From an optimization exercise on the open Yosys and OpenROAD flow, aimed at small area; shortcuts taken in it are not production practice.
Only simulation tests tie the RTL to the original design; equivalence was not proved.
No activity file was given, so power comes from the tool's default toggle rates.

**flow/design.v**
```verilog
`timescale 1ns / 1ps
module bcd_seg(
    input[3:0] num,
    output reg[7:0] seg_out
);
always @(*)
begin
    case(num)
        4'h0: seg_out=8'b1100_0000;
        4'h1: seg_out=8'b1111_1001;
        4'h2: seg_out=8'b1010_0100;
        4'h3: seg_out=8'b1011_0000;
        4'h4: seg_out=8'b1001_1001;
        4'h5: seg_out=8'b1001_0010;
        4'h6: seg_out=8'b1000_0010;
        4'h7: seg_out=8'b1111_1000;
        4'h8: seg_out=8'b1000_0000;
        4'h9: seg_out=8'b1001_0000;
        4'ha: seg_out=8'b1000_1000;
        4'hb: seg_out=8'b1000_0011;
        4'hc: seg_out=8'b1100_0110;
        4'hd: seg_out=8'b1010_0001;
        4'he: seg_out=8'b1000_0110;
        4'hf: seg_out=8'b1000_1110;
        default: seg_out = 8'b1111_1111;
    endcase
end
endmodule
module button_jitter(
    input clk,
    input rst,
    input but_in,
    output but_edge
);
localparam [16:0] P = 17'h12492;
reg r0, c, o, e0, e1;    
reg [16:0] s;
wire z = ~|s[15:0];
wire hit = z & ~s[16];
always @(posedge clk) begin
    if (rst) begin
        r0 <= 1'b0;
        c <= 1'b0;
        o <= 1'b0;
        e0 <= 1'b0;
        e1 <= 1'b0;
    end else begin
        r0 <= but_in;
        c <= but_in ^ r0;
        if (hit) o <= r0;
        e0 <= o;
        e1 <= e0;
    end
    s <= (rst || c) ? P : {s[15:0], s[16] ^ s[13] ^ z};
end
assign but_edge = e0 & ~e1;
endmodule
module key_scanner(
    input clk,
    input rst,
    input [3:0] row,
    output reg [3:0] col,
    output [15:0] key_edge
);
localparam [16:0] P = 17'h12492;  
reg [5:0] kp;
reg f0;           
reg [15:0] d;     
reg [15:0] D;     
reg [15:0] pend;  
reg [7:0] c01;    
reg [16:0] g;
reg [16:0] s [0:15];
wire p3 = kp == 6'd3;
wire p20 = kp == 6'd20;
wire win0 = kp >= 6'd2 && kp <= 6'd18;    
wire win = kp >= 6'd4 && kp <= 6'd20;     
always @(*) begin
    if (kp >= 6'd1 && kp <= 6'd8) col = 4'b0111;
    else if (kp >= 6'd9 && kp <= 6'd16) col = 4'b1011;
    else if (kp >= 6'd17 && kp <= 6'd24) col = 4'b1101;
    else if (kp >= 6'd25 && kp <= 6'd32) col = 4'b1110;
    else col = 4'b1111;
end
wire [15:0] chg = d ^ D;
wire [15:0] rise = d & ~D;
wire [15:0] changed = {c01, chg[7:0]};
reg [15:0] coin;
reg [15:0] raw_edge;
reg [15:0] zl;
integer i;
always @(*) begin
    for (i = 0; i < 16; i = i + 1) begin
        zl[i] = ~|s[i][15:0];
        coin[i] = zl[i] & ~s[i][16];
        raw_edge[i] = (p3 & rise[i] & coin[i]) | (p20 & pend[i]);
    end
end
always @(posedge clk) begin
    if (rst) begin
        kp <= 6'd0;
        f0 <= 1'b1;
        d <= 16'd0;
        D <= 16'd0;
    end else begin
        kp <= (kp == 6'd40) ? 6'd0 : kp + 6'd1;
        if (kp == 6'd40) f0 <= 1'b0;
        if (kp == 6'd8) begin d[15:12] <= ~row; D[15:12] <= d[15:12]; end
        if (kp == 6'd16) begin d[11:8] <= ~row; D[11:8] <= d[11:8]; end
        if (kp == 6'd24) begin d[7:4] <= ~row; D[7:4] <= d[7:4]; end
        if (kp == 6'd32) begin d[3:0] <= ~row; D[3:0] <= d[3:0]; end
    end
end
always @(posedge clk) begin
    if (p3) begin
        pend <= rise & ~coin;
        c01 <= chg[15:8];
    end
end
wire gfb = g[16] ^ g[13] ^ ~|g[15:0];
always @(posedge clk) begin
    if ((f0 && kp == 6'd1) || (!f0 && p3))
        g <= P;
    else
        g <= {g[15:0], gfb};
end
always @(posedge clk) begin
    for (i = 0; i < 16; i = i + 1)
        s[i] <= {s[i][15:0], ((f0 && win0) || (!f0 && win && changed[i])) ? gfb : s[i][16] ^ s[i][13] ^ zl[i]};
end
assign key_edge[13] = raw_edge[15];
assign key_edge[12] = raw_edge[14];
assign key_edge[11] = raw_edge[13];
assign key_edge[10] = raw_edge[12];
assign key_edge[14] = raw_edge[11];
assign key_edge[9]  = raw_edge[10];
assign key_edge[6]  = raw_edge[9];
assign key_edge[3]  = raw_edge[8];
assign key_edge[0]  = raw_edge[7];
assign key_edge[8]  = raw_edge[6];
assign key_edge[5]  = raw_edge[5];
assign key_edge[2]  = raw_edge[4];
assign key_edge[15] = raw_edge[3];
assign key_edge[7]  = raw_edge[2];
assign key_edge[4]  = raw_edge[1];
assign key_edge[1]  = raw_edge[0];
endmodule
module music_table(
    input [8:0] s,
    output reg hit,
    output reg [3:0] note
);
always @(*) begin
    hit = 1'b1;
    note = 4'd0;
    case (s)
        9'h010: note = 4'd2;
        9'h012: note = 4'd6;
        9'h013: note = 4'd5;
        9'h014: note = 4'd6;
        9'h016: note = 4'd7;
        9'h018: note = 4'd8;
        9'h01c: note = 4'd0;
        9'h020: note = 4'd2;
        9'h022: note = 4'd6;
        9'h023: note = 4'd5;
        9'h024: note = 4'd6;
        9'h026: note = 4'd7;
        9'h028: note = 4'd8;
        9'h02c: note = 4'd0;
        9'h030: note = 4'd2;
        9'h032: note = 4'd6;
        9'h033: note = 4'd5;
        9'h034: note = 4'd6;
        9'h036: note = 4'd7;
        9'h038: note = 4'd8;
        9'h03c: note = 4'd6;
        9'h03e: note = 4'd9;
        9'h040: note = 4'd10;
        9'h042: note = 4'd6;
        9'h044: note = 4'd9;
        9'h046: note = 4'd5;
        9'h048: note = 4'd8;
        9'h04c: note = 4'd0;
        9'h050: note = 4'd2;
        9'h052: note = 4'd6;
        9'h053: note = 4'd5;
        9'h054: note = 4'd6;
        9'h056: note = 4'd7;
        9'h058: note = 4'd8;
        9'h05c: note = 4'd0;
        9'h060: note = 4'd2;
        9'h062: note = 4'd6;
        9'h063: note = 4'd5;
        9'h064: note = 4'd6;
        9'h066: note = 4'd7;
        9'h068: note = 4'd8;
        9'h06c: note = 4'd0;
        9'h070: note = 4'd2;
        9'h072: note = 4'd6;
        9'h073: note = 4'd5;
        9'h074: note = 4'd6;
        9'h076: note = 4'd7;
        9'h078: note = 4'd8;
        9'h080: note = 4'd0;
        9'h08c: note = 4'd2;
        9'h08e: note = 4'd4;
        9'h090: note = 4'd5;
        9'h094: note = 4'd6;
        9'h098: note = 4'd2;
        9'h09b: note = 4'd0;
        9'h09c: note = 4'd2;
        9'h09e: note = 4'd4;
        9'h0a0: note = 4'd5;
        9'h0a4: note = 4'd6;
        9'h0a8: note = 4'd2;
        9'h0ab: note = 4'd0;
        9'h0ac: note = 4'd2;
        9'h0ae: note = 4'd4;
        9'h0b0: note = 4'd5;
        9'h0b4: note = 4'd6;
        9'h0b8: note = 4'd7;
        9'h0ba: note = 4'd6;
        9'h0bc: note = 4'd5;
        9'h0be: note = 4'd6;
        9'h0c0: note = 4'd5;
        9'h0c2: note = 4'd6;
        9'h0c4: note = 4'd5;
        9'h0c6: note = 4'd6;
        9'h0c8: note = 4'd2;
        9'h0cb: note = 4'd0;
        9'h0cc: note = 4'd2;
        9'h0ce: note = 4'd4;
        9'h0d0: note = 4'd5;
        9'h0d4: note = 4'd6;
        9'h0d8: note = 4'd2;
        9'h0db: note = 4'd0;
        9'h0dc: note = 4'd2;
        9'h0de: note = 4'd4;
        9'h0e0: note = 4'd5;
        9'h0e4: note = 4'd6;
        9'h0e8: note = 4'd3;
        9'h0ec: note = 4'd4;
        9'h0ee: note = 4'd1;
        9'h0f0: note = 4'd2;
        9'h0f8: note = 4'd0;
        default: hit = 1'b0;
    endcase
end
endmodule
module top_module(
    input clk,
    input rst,
    input[23:0] sw,
    input[4:0] bt,
    input[3:0] row,
    output[3:0] col,
    output reg[7:0] seg_out,
    output reg[7:0] seg_en,
    output reg[23:0] led,
    output reg buzzer
);
wire [15:0] ke;
key_scanner ks(clk, rst, row, col, ke);
wire right_e, left_e, up_e, down_e;
button_jitter b0(clk, rst, bt[0], right_e);
button_jitter b1(clk, rst, bt[1], left_e);
button_jitter b2(clk, rst, bt[2], up_e);
button_jitter b4(clk, rst, bt[4], down_e);
reg [4:0] glo;
reg [5:0] ghi;
always @(posedge clk) begin
    if (rst) begin
        glo <= 5'd0;
        ghi <= 6'd0;
    end else begin
        glo <= glo + 5'd1;
        if (&glo) ghi <= (ghi == 6'd9) ? 6'd0 : {ghi[4:0], ~(ghi[5] ^ ghi[4])};
    end
end
wire seg_tick = glo == 5'd24;
wire ms_edge = glo[3:0] == 4'd9;
wire ms100_edge = (ghi == 6'd48) && (glo == 5'd25);
reg [2:0] view;
wire v0 = view == 3'd0;
wire v1 = view == 3'd1;
wire v2 = view == 3'd2;
wire v3 = view == 3'd3;
wire v4 = view == 3'd4;
reg [2:0] winner;
always @(posedge clk) begin
    if (rst || (v1 && ke[15]) || (v2 && ke[15]))
        view <= 3'd0;
    else if ((v0 && ke[15]) || (v3 && ke[12]) || (v4 && ke[13]))
        view <= 3'd1;
    else if (v1 && winner != 3'd0)
        view <= 3'd2;
    else if (v1 && ke[12])
        view <= 3'd3;
    else if (v1 && ke[13])
        view <= 3'd4;
end
reg [2:0] sst;           
reg schg;                
reg cursor;              
reg pc2, pc0;            
reg [3:0] qc;            
reg [3:0] at_t, at_o;    
reg [3:0] ws_t, ws_o;    
reg [3:0] ss, fs;        
wire [2:0] pc = {pc2, ~pc2, pc0};
reg dig_ok;              
reg [3:0] dig;
reg d19_ok;              
reg [3:0] dig19;
integer k;
always @(*) begin
    dig_ok = 1'b0;
    dig = 4'd0;
    for (k = 0; k < 10; k = k + 1)
        if (ke[9:0] == (10'd1 << k)) begin
            dig_ok = 1'b1;
            dig = k;
        end
    d19_ok = 1'b0;
    dig19 = 4'd0;
    for (k = 1; k < 10; k = k + 1)
        if (ke[9:1] == (9'd1 << (k - 1))) begin
            d19_ok = 1'b1;
            dig19 = k;
        end
end
wire any_dig = |ke[9:0];
wire at_max = at_t == 4'd9 && at_o == 4'd9;
wire at_min = at_t == 4'd0 && at_o <= 4'd1;
wire ws_max = ws_t == 4'd9 && ws_o == 4'd9;
wire ws_min = ws_t == 4'd0 && ws_o <= 4'd1;
always @(posedge clk) begin
    if (rst) begin
        sst <= 3'd0;
        schg <= 1'b0;
    end else if (v0) begin
        schg <= left_e | right_e;
        if (left_e)
            sst <= (sst == 3'd0) ? 3'd6 : sst - 3'd1;
        else if (right_e)
            sst <= (sst == 3'd6) ? 3'd0 : sst + 3'd1;
    end
end
always @(posedge clk) begin
    if (rst) begin
        pc2 <= 1'b0;
        pc0 <= 1'b0;
        qc <= 4'd5;
        at_t <= 4'd1;
        at_o <= 4'd0;
        ws_t <= 4'd0;
        ws_o <= 4'd3;
        ss <= 4'd1;
        fs <= 4'd1;
        cursor <= 1'b1;
    end else if (v0) begin
        if (schg) cursor <= 1'b1;
        case (sst)
            3'd1: begin
                if (up_e && !pc2) begin
                    pc2 <= pc0;
                    pc0 <= ~pc0;
                end else if (down_e && (pc2 || pc0)) begin
                    pc2 <= 1'b0;
                    pc0 <= pc2;
                end else begin
                    case (ke[4:2])
                        3'b100: begin pc2 <= 1'b1; pc0 <= 1'b0; end
                        3'b010: begin pc2 <= 1'b0; pc0 <= 1'b1; end
                        3'b001: begin pc2 <= 1'b0; pc0 <= 1'b0; end
                        default: ;
                    endcase
                end
            end
            3'd2: begin
                if (up_e && qc < 4'd9) qc <= qc + 4'd1;
                else if (down_e && qc > 4'd1) qc <= qc - 4'd1;
                else if (d19_ok) qc <= dig19;
            end
            3'd3: begin
                if (up_e && !at_max) begin
                    if (at_o == 4'd9) begin
                        at_o <= 4'd0;
                        at_t <= at_t + 4'd1;
                    end else
                        at_o <= at_o + 4'd1;
                end else if (down_e && !at_min) begin
                    if (at_o == 4'd0) begin
                        at_o <= 4'd9;
                        at_t <= at_t - 4'd1;
                    end else
                        at_o <= at_o - 4'd1;
                end else begin
                    if (dig_ok) begin
                        if (cursor) at_t <= dig;
                        else at_o <= dig;
                    end
                    if (any_dig) cursor <= ~cursor;
                end
            end
            3'd4: begin
                if (up_e && !ws_max) begin
                    if (ws_o == 4'd9) begin
                        ws_o <= 4'd0;
                        ws_t <= ws_t + 4'd1;
                    end else
                        ws_o <= ws_o + 4'd1;
                end else if (down_e && !ws_min) begin
                    if (ws_o == 4'd0) begin
                        ws_o <= 4'd9;
                        ws_t <= ws_t - 4'd1;
                    end else
                        ws_o <= ws_o - 4'd1;
                end else begin
                    if (dig_ok) begin
                        if (cursor) ws_t <= dig;
                        else ws_o <= dig;
                    end
                    if (any_dig) cursor <= ~cursor;
                end
            end
            3'd5: begin
                if (up_e && ss < 4'd9) ss <= ss + 4'd1;
                else if (down_e && ss > 4'd1) ss <= ss - 4'd1;
                else if (d19_ok) ss <= dig19;
            end
            3'd6: begin
                if (up_e && fs < 4'd9) fs <= fs + 4'd1;
                else if (down_e && fs > 4'd1) fs <= fs - 4'd1;
                else if (d19_ok) fs <= dig19;
            end
            default: ;
        endcase
    end
end
wire crst = rst || v0;
reg [3:0] pcnt;          
reg [1:0] cst;           
reg [2:0] sel;           
reg [3:0] sc_t [1:4];    
reg [3:0] sc_o [1:4];
reg [3:0] qres [1:9];    
reg [3:0] cms;           
reg clock_end;
reg [3:0] tr_t, tr_o;    
reg [9:0] tr_ms;         
wire c_ms_rise = cms == 4'd7;
wire [7:0] s1 = {sc_t[1], sc_o[1]};
wire [7:0] s2 = {sc_t[2], sc_o[2]};
wire [7:0] s3 = {sc_t[3], sc_o[3]};
wire [7:0] s4 = {sc_t[4], sc_o[4]};
wire [7:0] wsb = {ws_t, ws_o};
wire [1:0] wk = glo[1:0];
reg [7:0] wk_s, rb_s;
reg [1:0] rb, best_r;
reg [2:0] fr, first_r;
always @(*) begin
    case (wk)
        2'd0: wk_s = s1;
        2'd1: wk_s = s2;
        2'd2: wk_s = s3;
        default: wk_s = s4;
    endcase
    case (rb)
        2'd0: rb_s = s1;
        2'd1: rb_s = s2;
        2'd2: rb_s = s3;
        default: rb_s = s4;
    endcase
end
wire wk_best = wk == 2'd0 || wk_s > rb_s;
wire wk_reach = wk_s >= wsb;
wire [1:0] rb_n = wk_best ? wk : rb;
wire [2:0] fr_n = (wk != 2'd0 && fr != 3'd0) ? fr : (wk_reach ? {1'b0, wk} + 3'd1 : 3'd0);
always @(posedge clk) begin
    rb <= rb_n;
    fr <= fr_n;
    if (wk == 2'd3) begin
        best_r <= rb_n;
        first_r <= fr_n;
    end
end
wire [2:0] best = {1'b0, best_r} + 3'd1;
reg [3:0] cur_t, cur_o;
always @(*) begin
    case (sel)
        3'd1: begin cur_t = sc_t[1]; cur_o = sc_o[1]; end
        3'd2: begin cur_t = sc_t[2]; cur_o = sc_o[2]; end
        3'd3: begin cur_t = sc_t[3]; cur_o = sc_o[3]; end
        default: begin cur_t = sc_t[4]; cur_o = sc_o[4]; end
    endcase
end
wire [4:0] add_o = cur_o + ss;
wire add_c = add_o >= 5'd10;
wire [3:0] up_t = cur_t + {3'd0, add_c};
wire [3:0] up_o = add_c ? add_o - 5'd10 : add_o[3:0];
wire sub_b = cur_o < fs;
wire sub_zero = cur_t == 4'd0 && sub_b;
wire [3:0] dn_t = sub_zero ? 4'd0 : cur_t - {3'd0, sub_b};
wire [3:0] dn_o = sub_zero ? 4'd0 : (sub_b ? cur_o + 4'd10 - fs : cur_o - fs);
wire [2:0] grade = {ke[10], ke[11], ke[0]};
wire g_ok = grade == 3'b100 || grade == 3'b010 || grade == 3'b001;
wire [1:0] gcode = grade == 3'b100 ? 2'd1 : grade == 3'b010 ? 2'd2 : 2'd3;
integer j;
always @(posedge clk) begin
    if (crst) begin
        pcnt <= 4'd0;
        cst <= 2'd0;
        sel <= 3'd0;
        winner <= 3'd0;
        for (j = 1; j <= 4; j = j + 1) begin
            sc_t[j] <= 4'd0;
            sc_o[j] <= 4'd0;
        end
    end else if (v1) begin
        case (cst)
            2'd0: begin
                if (ke[14]) begin
                    if (pcnt == qc)
                        winner <= best;
                    else if (first_r != 3'd0)
                        winner <= first_r;
                    else begin
                        pcnt <= pcnt + 4'd1;
                        cst <= 2'd1;
                        sel <= 3'd0;
                    end
                end
            end
            2'd1: begin
                if (clock_end) begin
                    sel <= 3'd0;
                    cst <= 2'd2;
                end
                case (ke[4:1])
                    4'b1000: if (pc2) begin sel <= 3'd4; cst <= 2'd2; end
                    4'b0100: if (pc2 || pc0) begin sel <= 3'd3; cst <= 2'd2; end
                    4'b0010: begin sel <= 3'd2; cst <= 2'd2; end
                    4'b0001: begin sel <= 3'd1; cst <= 2'd2; end
                    default: ;
                endcase
            end
            2'd2: begin
                if (g_ok) begin
                    cst <= 2'd0;
                    if (sel >= 3'd1 && sel <= 3'd4) begin
                        if (grade == 3'b100) begin
                            sc_t[sel] <= up_t;
                            sc_o[sel] <= up_o;
                        end else if (grade == 3'b010) begin
                            sc_t[sel] <= dn_t;
                            sc_o[sel] <= dn_o;
                        end
                    end
                end
            end
            default: ;
        endcase
    end
end
wire q_we = v1 && cst == 2'd2 && g_ok && sel != 3'd0 && sel <= 3'd4;
always @(posedge clk) begin
    for (j = 1; j <= 9; j = j + 1)
        if (crst)
            qres[j] <= 4'd0;
        else if (q_we && pcnt == j)
            qres[j] <= {sel[1:0] - 2'd1, gcode};
end
always @(posedge clk) begin
    if (crst)
        cms <= 4'd0;
    else
        cms <= cms + 4'd1;
end
wire tr_zero = tr_t == 4'd0 && tr_o == 4'd0 && tr_ms == 10'd0;
wire tr_ten = tr_t == 4'd0 && tr_o == 4'd0 && tr_ms == 10'd455;   
always @(posedge clk) begin
    if (crst) begin
        tr_t <= 4'd0;
        tr_o <= 4'd0;
        tr_ms <= 10'd0;
        clock_end <= 1'b0;
    end else if (c_ms_rise) begin
        if (!v1 || cst != 2'd1) begin
            tr_t <= 4'd0;
            tr_o <= 4'd0;
            tr_ms <= 10'd0;
            clock_end <= 1'b0;
        end else if (tr_zero) begin
            tr_t <= at_t;
            tr_o <= at_o;
            tr_ms <= 10'd0;
            clock_end <= 1'b0;
        end else if (tr_ten) begin
            clock_end <= 1'b1;
        end else begin
            if (tr_ms == 10'd0) begin
                tr_ms <= 10'd8;   
                if (tr_o == 4'd0) begin
                    tr_o <= 4'd9;
                    tr_t <= tr_t - 4'd1;
                end else
                    tr_o <= tr_o - 4'd1;
            end else
                tr_ms <= {tr_ms[8:0], ~(tr_ms[9] ^ tr_ms[6])};
        end
    end
end
reg [1:0] lst;
reg setp;
always @(posedge clk) begin
    if (rst) begin
        setp <= 1'b0;
        lst <= 2'd0;
    end else begin
        if (setp) setp <= 1'b0;
        if (v1) begin
            if ((lst == 2'd0 && cst == 2'd1) || (lst == 2'd1 && cst == 2'd2))
                setp <= 1'b1;
            lst <= cst;
        end
    end
end
reg [8:0] acnt;
reg aplay;
always @(posedge clk) begin
    if (rst) begin
        acnt <= 9'd0;
        aplay <= 1'b0;
    end else if (setp) begin
        acnt <= 9'd0;
        aplay <= 1'b1;
    end else if (aplay && ms_edge) begin
        if (acnt == 9'd336) begin   
            acnt <= 9'd0;
            aplay <= 1'b0;
        end else
            acnt <= {acnt[7:0], ~(acnt[8] ^ acnt[4])};
    end
end
reg [4:0] abc;
reg abon, abre, abz;
always @(posedge clk) begin
    if (rst) begin
        abc <= 5'd0;
        abon <= 1'b0;
        abre <= 1'b0;
        abz <= 1'b0;
    end else begin
        if (abc == (abon ? 5'd15 : 5'd18)) begin   
            abc <= 5'd0;
            abre <= 1'b1;
            if (abon) abz <= ~abz;
        end else
            abc <= {abc[3:0], ~(abc[4] ^ abc[2])};
        if (abre) begin
            abre <= 1'b0;
            abon <= aplay;
        end
    end
end
reg mrst;
always @(posedge clk) mrst <= rst || !v2;
reg [2:0] wst;
reg [2:0] pos;
reg [3:0] mpass;
wire w_show = wst != 3'd0 && wst <= pc;
always @(posedge clk) begin
    if (rst || !v2) begin
        wst <= 3'd0;
        pos <= 3'd0;
        mpass <= 4'd0;
    end else begin
        if (wst == 3'd0) begin
            wst <= 3'd1;
            pos <= 3'd0;
        end else if (wst == pc && pos == 3'd5) begin
            wst <= 3'd7;
            pos <= 3'd0;
        end else if (pos == 3'd5) begin
            wst <= wst + 3'd1;
            pos <= 3'd0;
        end
        if (w_show) begin
            if (mpass == 4'd10) begin
                pos <= pos + 3'd1;
                mpass <= 4'd0;
            end else if (ms100_edge)
                mpass <= mpass + 4'd1;
        end
    end
end
reg [3:0] mq;
reg [8:0] mcnt;           
reg [8:0] slices;
reg play_end;
always @(posedge clk) begin
    if (mrst) begin
        mq <= 4'd0;
        mcnt <= 9'd0;
        slices <= 9'd0;
        play_end <= 1'b0;
    end else begin
        mq <= mq + 4'd1;
        if (!play_end && mq == 4'd9) begin
            if (mcnt == 9'd468) begin   
                mcnt <= 9'd0;
                if (slices == 9'h110)
                    play_end <= 1'b1;
                else
                    slices <= slices + 9'd1;
            end else
                mcnt <= {mcnt[7:0], ~(mcnt[8] ^ mcnt[4])};
        end
    end
end
wire mt_hit;
wire [3:0] mt_note;
music_table mt(slices, mt_hit, mt_note);
reg [3:0] mlim;          
always @(posedge clk) begin
    if (mrst || play_end)
        mlim <= 4'd0;
    else if (mt_hit)
        mlim <= mt_note;
end
reg [4:0] mbc;
reg [3:0] mblim;
reg [4:0] mb_end;         
always @(*) begin
    case (mblim)
        4'd1: mb_end = 5'd24;    
        4'd2: mb_end = 5'd19;    
        4'd3: mb_end = 5'd26;    
        4'd4: mb_end = 5'd22;    
        4'd5: mb_end = 5'd29;    
        4'd6: mb_end = 5'd15;    
        4'd7: mb_end = 5'd21;    
        4'd8: mb_end = 5'd5;     
        4'd9: mb_end = 5'd2;     
        4'd10: mb_end = 5'd17;   
        default: mb_end = 5'd18;  
    endcase
end
reg mbre, mbz;
always @(posedge clk) begin
    if (mrst) begin
        mbc <= 5'd0;
        mblim <= 4'd0;
        mbre <= 1'b0;
        mbz <= 1'b0;
    end else begin
        if (mbc == mb_end) begin
            mbc <= 5'd0;
            mbre <= 1'b1;
            if (mblim != 4'd0) mbz <= ~mbz;
        end else
            mbc <= {mbc[3:0], ~(mbc[4] ^ mbc[2])};
        if (mbre) begin
            mbre <= 1'b0;
            mblim <= mlim;
        end
    end
end
reg [2:0] ist;
always @(posedge clk) begin
    if (rst || !v3)
        ist <= 3'd0;
    else begin
        if (ist == 3'd0) ist <= 3'd1;
        if (left_e)
            ist <= (ist == 3'd1) ? pc : ist - 3'd1;
        else if (right_e)
            ist <= (ist == pc) ? 3'd1 : ist + 3'd1;
    end
end
reg [3:0] qst;
always @(posedge clk) begin
    if (rst || !v4)
        qst <= 4'd0;
    else begin
        if (qst == 4'd0) qst <= 4'd1;
        if (left_e)
            qst <= (qst == 4'd1) ? pcnt : qst - 4'd1;
        else if (right_e)
            qst <= (qst == pcnt) ? 4'd1 : qst + 4'd1;
    end
end
reg [3:0] vp;
reg [7:0] seg;
reg [2:0] ltv;           
reg [2:0] pidx;
always @(*) begin
    case (view)
        3'd1: pidx = sel;
        3'd2: pidx = w_show ? wst : winner;
        default: pidx = ist;
    endcase
end
reg [3:0] sh_t, sh_o;
always @(*) begin
    case (pidx)
        3'd1: begin sh_t = sc_t[1]; sh_o = sc_o[1]; end
        3'd2: begin sh_t = sc_t[2]; sh_o = sc_o[2]; end
        3'd3: begin sh_t = sc_t[3]; sh_o = sc_o[3]; end
        3'd4: begin sh_t = sc_t[4]; sh_o = sc_o[4]; end
        default: begin sh_t = 4'd0; sh_o = 4'd0; end
    endcase
end
reg [3:0] qe;
always @(*) begin
    case (qst)
        4'd1: qe = qres[1];
        4'd2: qe = qres[2];
        4'd3: qe = qres[3];
        4'd4: qe = qres[4];
        4'd5: qe = qres[5];
        4'd6: qe = qres[6];
        4'd7: qe = qres[7];
        4'd8: qe = qres[8];
        4'd9: qe = qres[9];
        default: qe = 4'd0;
    endcase
end
reg blank, sp_p, sp_q;
reg [3:0] nib;
wire [2:0] dp = vp[2:0];
always @(*) begin
    blank = 1'b1;
    sp_p = 1'b0;
    sp_q = 1'b0;
    nib = 4'd0;
    case (view)
        3'd0: begin
            case (dp)
                3'd0: begin blank = 1'b0; nib = 4'd5; end
                3'd1: begin blank = 1'b0; nib = {1'b0, sst}; end
                3'd6: begin
                    if (sst == 3'd3) begin blank = 1'b0; nib = at_t; end
                    else if (sst == 3'd4) begin blank = 1'b0; nib = ws_t; end
                end
                3'd7: begin
                    case (sst)
                        3'd1: begin blank = 1'b0; nib = {1'b0, pc}; end
                        3'd2: begin blank = 1'b0; nib = qc; end
                        3'd3: begin blank = 1'b0; nib = at_o; end
                        3'd4: begin blank = 1'b0; nib = ws_o; end
                        3'd5: begin blank = 1'b0; nib = ss; end
                        3'd6: begin blank = 1'b0; nib = fs; end
                        default: ;
                    endcase
                end
                default: ;
            endcase
        end
        3'd1: begin
            case (dp)
                3'd0: begin blank = 1'b0; nib = 4'd12; end
                3'd1: begin blank = 1'b0; nib = pcnt; end
                3'd2: begin blank = 1'b0; nib = {2'b10, cst} + 4'd2; end
                3'd4: begin
                    if (cst == 2'd0) begin
                        if (pcnt != 4'd0 && sel <= 3'd4) begin blank = 1'b0; nib = {1'b0, sel}; end
                    end else if (cst == 2'd2) begin
                        blank = 1'b0; nib = {1'b0, sel};
                    end
                end
                3'd6: begin
                    if (cst == 2'd0) begin
                        if (pcnt != 4'd0 && sel != 3'd0 && sel <= 3'd4) begin blank = 1'b0; nib = sh_t; end
                    end else if (cst == 2'd1) begin
                        blank = 1'b0; nib = tr_t;
                    end
                end
                3'd7: begin
                    if (cst == 2'd0) begin
                        if (pcnt != 4'd0 && sel != 3'd0 && sel <= 3'd4) begin blank = 1'b0; nib = sh_o; end
                    end else if (cst == 2'd1) begin
                        blank = 1'b0; nib = tr_o;
                    end
                end
                default: ;
            endcase
        end
        3'd2: begin
            if (w_show) begin
                if (pos <= 3'd4) begin
                    if (dp == pos) begin blank = 1'b0; nib = {1'b0, wst}; end
                    else if (dp == pos + 3'd2) begin blank = 1'b0; nib = sh_t; end
                    else if (dp == pos + 3'd3) begin blank = 1'b0; nib = sh_o; end
                end
            end else if (wst != 3'd0) begin
                if (dp == 3'd4) begin blank = 1'b0; nib = {1'b0, winner}; end
                else if (dp == 3'd6) begin blank = 1'b0; nib = sh_t; end
                else if (dp == 3'd7) begin blank = 1'b0; nib = sh_o; end
            end
        end
        3'd3: begin
            case (dp)
                3'd0: begin blank = 1'b0; nib = 4'd1; end
                3'd1: begin blank = 1'b0; sp_p = 1'b1; end
                3'd4: begin blank = 1'b0; nib = {1'b0, ist}; end
                3'd6: begin blank = 1'b0; nib = sh_t; end
                3'd7: begin blank = 1'b0; nib = sh_o; end
                default: ;
            endcase
        end
        3'd4: begin
            case (dp)
                3'd0: begin blank = 1'b0; nib = 4'd1; end
                3'd1: begin blank = 1'b0; sp_q = 1'b1; end
                3'd2: begin blank = 1'b0; nib = qst; end
                3'd4, 3'd5, 3'd6, 3'd7: begin
                    if (qe[1:0] != 2'd0 && dp == 3'd7 - {1'b0, qe[3:2]}) begin
                        blank = 1'b0;
                        nib = (qe[1:0] == 2'd1) ? 4'd10 : (qe[1:0] == 2'd2) ? 4'd11 : 4'd0;
                    end
                end
                default: ;
            endcase
        end
        default: ;
    endcase
end
wire [7:0] nib_seg;
bcd_seg dec(nib, nib_seg);
wire [7:0] digit = blank ? 8'hFF : sp_p ? 8'b1000_1100 : sp_q ? 8'b1001_1000 : nib_seg;
always @(posedge clk) begin
    if (rst) begin
        vp <= 4'd9;
        seg <= 8'hFF;
        ltv <= 3'd0;
    end else if (seg_tick) begin
        vp <= (vp >= 4'd8) ? 4'd0 : vp + 4'd1;
        seg <= (vp <= 4'd7) ? digit : 8'hFF;
        ltv <= view;
    end
end
always @(*) begin
    case (vp)
        4'd1: seg_en = 8'b0111_1111;
        4'd2: seg_en = 8'b1011_1111;
        4'd3: seg_en = 8'b1101_1111;
        4'd4: seg_en = 8'b1110_1111;
        4'd5: seg_en = 8'b1111_0111;
        4'd6: seg_en = 8'b1111_1011;
        4'd7: seg_en = 8'b1111_1101;
        4'd8: seg_en = 8'b1111_1110;
        default: seg_en = 8'b1111_1111;
    endcase
    seg_out = (view == ltv && view <= 3'd4) ? seg : 8'hFF;
    led = v2 ? {12'd0, 3'd0, slices} : 24'd0;
    buzzer = v1 ? abz : v2 ? mbz : 1'b0;
end
endmodule
```
**flow/flow/run.sh**
```bash
#!/bin/bash
# The standard layout (the standard.sh: its synthesis, floorplan, placement,
# CTS and routing), except that the port buffers use the smallest buffer cell
# instead of the one buffer_ports picks, and CTS inserts no dummy loads. Each
# tool's output is in orfs/logs/; standard.sh's own output goes to standard.log.
set -e
export BUFFER_PORTS_ARGS="-buffer_cell sky130_fd_sc_hd__buf_1"
export CTS_ARGS="-sink_clustering_enable -repair_clock_nets -sink_clustering_size 28 -sink_clustering_max_diameter 100 -dont_use_dummy_load"
bash standard.sh > standard.log 2>&1
```
**flow/standard.sh**
```bash
#!/bin/bash
# synth_recipe.tcl (not shown) runs the flow's synth.tcl, then flattens the netlist and writes it again
# the make line also repeats each setting of config.mk as NAME=value (left out here)
make -C /OpenROAD-flow-scripts/flow DESIGN_CONFIG=/design/flow/config.mk WORK_HOME=/design/flow/orfs CLKGATE_MAP_FILE= SYNTH_SCRIPT=/design/flow/synth_recipe.tcl "${@:-finish}"
```
**flow/config.mk**
```make
export PLATFORM = sky130hd
export DESIGN_NAME = top_module
export DESIGN_NICKNAME = top_module
export VERILOG_FILES = /design/flow/design.v
export SDC_FILE = /design/flow/constraint.sdc
export NUM_CORES = 4
export LEC_CHECK = 0
export ABC_AREA = 1
export CAP_MARGIN = 20
export CORE_MARGIN = 2
export CORE_UTILIZATION = 65
export CTS_CLUSTER_DIAMETER = 100
export CTS_CLUSTER_SIZE = 28
export PLACE_DENSITY = 0.75
export SLEW_MARGIN = 20
```
**flow/constraint.sdc**
```tcl
create_clock -name core_clock -period 90.0 [get_ports {clk}]
set_input_delay 18.0000 -clock core_clock [delete_from_list [all_inputs] [get_ports {clk}]]
set_output_delay 18.0000 -clock core_clock [all_outputs]
set_load 0.01 [all_outputs]
```
==> flow_summary.json <==
{
  "cp_common_cell": "sky130_fd_sc_hd__inv_1",
  "synth-warning-count": 7,
  "drive_above_1_share": 0.0449,
  "start_kind": "flip-flop",
  "totalWireLength_um": 74100,
  "grt_max_degree": 60,
  "cp.arrival_ns": 2.66,
  "num-nets-final": 4077,
  "hold_buffers": 0,
  "path_cells": "inv_1, nor2_1, inv_1, nor3_1, inv_1, nor2_1, a31oi_1, nand2_1, buf_1",
  "clockRootBuffer": "sky130_fd_sc_hd__clkbuf_16",
  "synth_seq_cells": 711,
  "critical_path.reg2reg.startpoint": "sel[0]",
  "power.leakage_nw": 13.7,
  "synth_top_family_by_area": "simple AND/OR/NAND/NOR gates",
  "post_synth.cell_area_avg_um2": 8.03,
  "utilization": 0.685,
  "min-delay-path-class": "reg2reg",
  "cts.htree.levels": 1,
  "synth_adder_area_share": 0.0570,
  "areaGrowthSynthToFinish_pct": 4.43,
  "achievable-frequency_mhz": 48.4,
  "post-synth-top-count-cell": "sky130_fd_sc_hd__dfxtp_1",
  "period_needed_ns": 20.66,
  "worstSetupStartpoint": "ks.kp[3]",
  "detail-route-antenna-nets": 0,
  "layout.filler_cells": 3843,
  "core_area_um2": 47600,
  "yosysTopAreaCell": "sky130_fd_sc_hd__dfxtp_1",
  "mapped_cell_area_um2": 31300,
  "worst_slew_pin_slew_ns": 1.10,
  "fin_setup_tns_ns": 0,
  "max_cap_viol": 0,
  "ff2ff_path_depth": 23,
  "cts.sink_count": 711,
  "design.die.area_um2": 49900,
  "synthesized_area_fraction_occupied_by_ao_oa_aoi_and_oai_cells": 0.153,
  "ir_drop_mv": 0.0250,
  "yosysSeqAreaShare": 0.475,
  "cp_max_fo": 10,
  "criticalPathCategory": "reg2out",
  "timing.critical_path.required_ns": 72.00,
  "seq_area_um2": 14800,
  "synthesized_area_fraction_occupied_by_xor_and_xnor_cells": 0.0196,
  "tritoncts": "done",
  "cp_slowest_cell": "sky130_fd_sc_hd__nor2_1",
  "floorplan.rows": 80,
  "worst_reg2reg_setup_slack_ns": 84.57,
  "grt_pass1_wl_um": 121000,
  "post_synth_and_or_nand_nor_area_fraction": 0.213,
  "post-cts-setup-buffer-count": 0,
  "maximum_clock_insertion_buffer_count": 3,
  "synth-main-ff-cell": "sky130_fd_sc_hd__dfxtp_1",
  "floorplan.die.width_um": 223,
  "commonest_cells_post_synth": "sky130_fd_sc_hd__dfxtp_1 (650), sky130_fd_sc_hd__nor2_1 (540), sky130_fd_sc_hd__nand2_1 (538)",
  "drt_wl_cell_um": 16.4,
  "ioPinCount": 80,
  "cts-buffers-inserted": 30,
  "finalHoldViolCount": 0,
  "antenna_found_initial": 0,
  "synth.top_cells.by_area": "sky130_fd_sc_hd__dfxtp_1 (42%), sky130_fd_sc_hd__nor2_1 (6.5%), sky130_fd_sc_hd__nand2_1 (6.5%), sky130_fd_sc_hd__inv_1 (6.4%), sky130_fd_sc_hd__edfxtp_1 (5.9%)",
  "postCtsResizedCells": 0,
  "drc_errors": 0,
  "worst_skew_pair.late_latency_ns": 0.66,
  "setup_ws_ns": 69.34,
  "fraction_of_the_cycle_the_final_worst_path_needs": 0.230,
  "antennaDiodeCount": 0,
  "cp-end-kind": "primary output",
  "power_per_cell_area_nw_per_um2": 19.0,
  "unrepaired_setup_endpoints_after_global_routing": "no",
  "setup-violations-final": 0,
  "grt_util_all_layers": 0.292,
  "vias_in_the_first_global_route": 24500,
  "synth.area.mux_share": 0.000721,
  "drt_pass1_iterations": 6,
  "synthArstFlopShare": 0,
  "dp.cells": 4485,
  "postSynthCellCount": 3892,
  "gp_routability_congestion": 0.986,
  "slew_headroom": 0.264,
  "avgViaCountPerCell": 5.73,
  "timing_max_transition_violations_final": 0,
  "destination_of_the_worst_register_to_register_timing_path": "sc_t[3][2]",
  "vias": 25900,
  "placement_setup_slack_ns": 69.64,
  "run_status": "no timing/DRC/antenna violations",
  "yosys.area.top_type_share": 0.416,
  "crit_end": "col[2]",
  "buffers_added_on_ports": 38,
  "clkTransAtPathRegs_ns": 0.10,
  "synth_enable_flop_cells": 61,
  "crit_path_max_incr_delay_ns": 0.53,
  "grt_overflow": 0,
  "finalNonFillerCells": 4515,
  "effective_utilization_at_floorplan": 0.656,
  "place_hpwl_um": 55100,
  "ys_types": 68,
  "fin_skew_ns": 0.128,
  "multi_input_area_um2": 13900,
  "die_y_um": 223,
  "detailedRoute.firstIterationViolations": 2415
}
## metrics by stage
| step | instance area [µm²] | power [W] | hold slack [ns] |
|---|---|---|---|
| after global placement | 31900 | 0.000469 | 0.333 |
| after detailed placement | 31900 | 0.000475 | 0.336 |
| final | 32600 | 0.000621 | 0.295 |
| after CTS | 32600 | 0.000624 | 0.297 |
| after floorplan | 31300 | 0.000454 | 0.331 |
| after global routing | 32600 | 0.000648 | 0.306 |
## routing by layer
metal / global-route usage / share of wire / up-vias
met5: 0 / 0 / -
met3: 0.0335 / 0.066 / 129
met4: 0.0837 / 0.027 / 0
met1: 0.393 / 0.44 / 12000
li1: - / - / 12900
met2: 0.497 / 0.47 / 883
## cells by family (layout without fill, tap and decap cells)
| kind of cell | Yosys count | count (layout) |
|---|---|---|
| compound gates | 814 | 814 |
| fa+ha+maj | 140 | 140 |
| mux | 2 | 2 |
| other cells | 2 | 16 |
| xor+xnor | 70 | 70 |
| simple gates | 1501 | 1501 |
| flops | 711 | 711 |
| buf+inv | 652 | 646 |
## worst min path at each step
stage | from | end | slack [ns] | cells after the start
2_1_floorplan | ks.s[11][9] | ks.s[11][10] | 0.33 | 0
3_3_place_gp | ks.s[4][12] | ks.s[4][13] | 0.33 | 0
3_5_place_dp | ks.s[14][0] | ks.s[14][1] | 0.34 | 0
4_1_cts | ks.s[6][5] | ks.s[6][6] | 0.30 | 0
5_1_grt | ks.s[6][5] | ks.s[6][6] | 0.31 | 0
6_report | ks.s[6][5] | ks.s[6][6] | 0.29 | 0
## sequential cells by signal (all words and copies together), names as in the netlist, 17 cells and up, named ones only
signal,flops
qres,36
ks.g,17
ks.s,272
b4.s,17
b2.s,17
b0.s,17
b1.s,17
## cell usage in the layout, fill, tap and decap left out, drive strengths merged, types with 26 or more instances in the layout
cell type / n
nor3: 70
nand3: 159
nand4: 57
ha: 136
nor2: 558
a211oi: 35
o22ai: 44
inv: 562
xor2: 45
clkbuf: 31
or2: 47
edfxtp: 61
a31oi: 26
o211ai: 32
nor4: 48
buf: 44
dfxtp: 650
o21ai: 295
nand2: 549
a21oi: 269
## worst max-delay path, delay by kind of cell, from the launching register on
kind,cells,cell delay [ns]
simple gates,4,0.99
compound gates,1,0.13
flops,1,0.44
buf+inv,4,0.45
## layout make-up
cell class	instances	share of cell area
Tap cell	615	0.0236
Clock buffer	30	0.0230
Inverter	571	0.0658
Timing Repair Buffer	45	0.00602
Multi-Input combinational cell	2543	0.427
Sequential cell	711	0.455
## power breakdown
group          leakage [nW]   total, W  switching (W)  internal (W)
Clock                 0.370   0.000151      0.0000914     0.0000595
Sequential             6.05   0.000426      0.0000373      0.000389
Combinational          7.27  0.0000442      0.0000258     0.0000184
Total                  13.7   0.000621       0.000155      0.000466

afterwards: timing with drivers on the ports:
The results above use ideal ports. As a check the final layout listed here was re-extracted and re-timed, cells and wires unchanged.
Step 1 sets driving cells, clkbuf_16 on the clock port and buf_2 on the other inputs (assumed; they add their load-dependent delay and slew).
Step 2 times the ports against the registers' clock, not the clock port: input delays grow and output delays shrink by t, the midpoint of the rising clock arrivals with the driver on.
Three values: ideal, step 1, step 2; two values: the first two.
t (ns): 0.655
slack for setup (ns): 69.336 / 69.278 / 69.551
pins driven straight from the clock port: 1
After both steps setup and hold are still met in this run. The setup slack of this run moves by -0.058 ns with the drivers and by +0.215 ns with both steps.
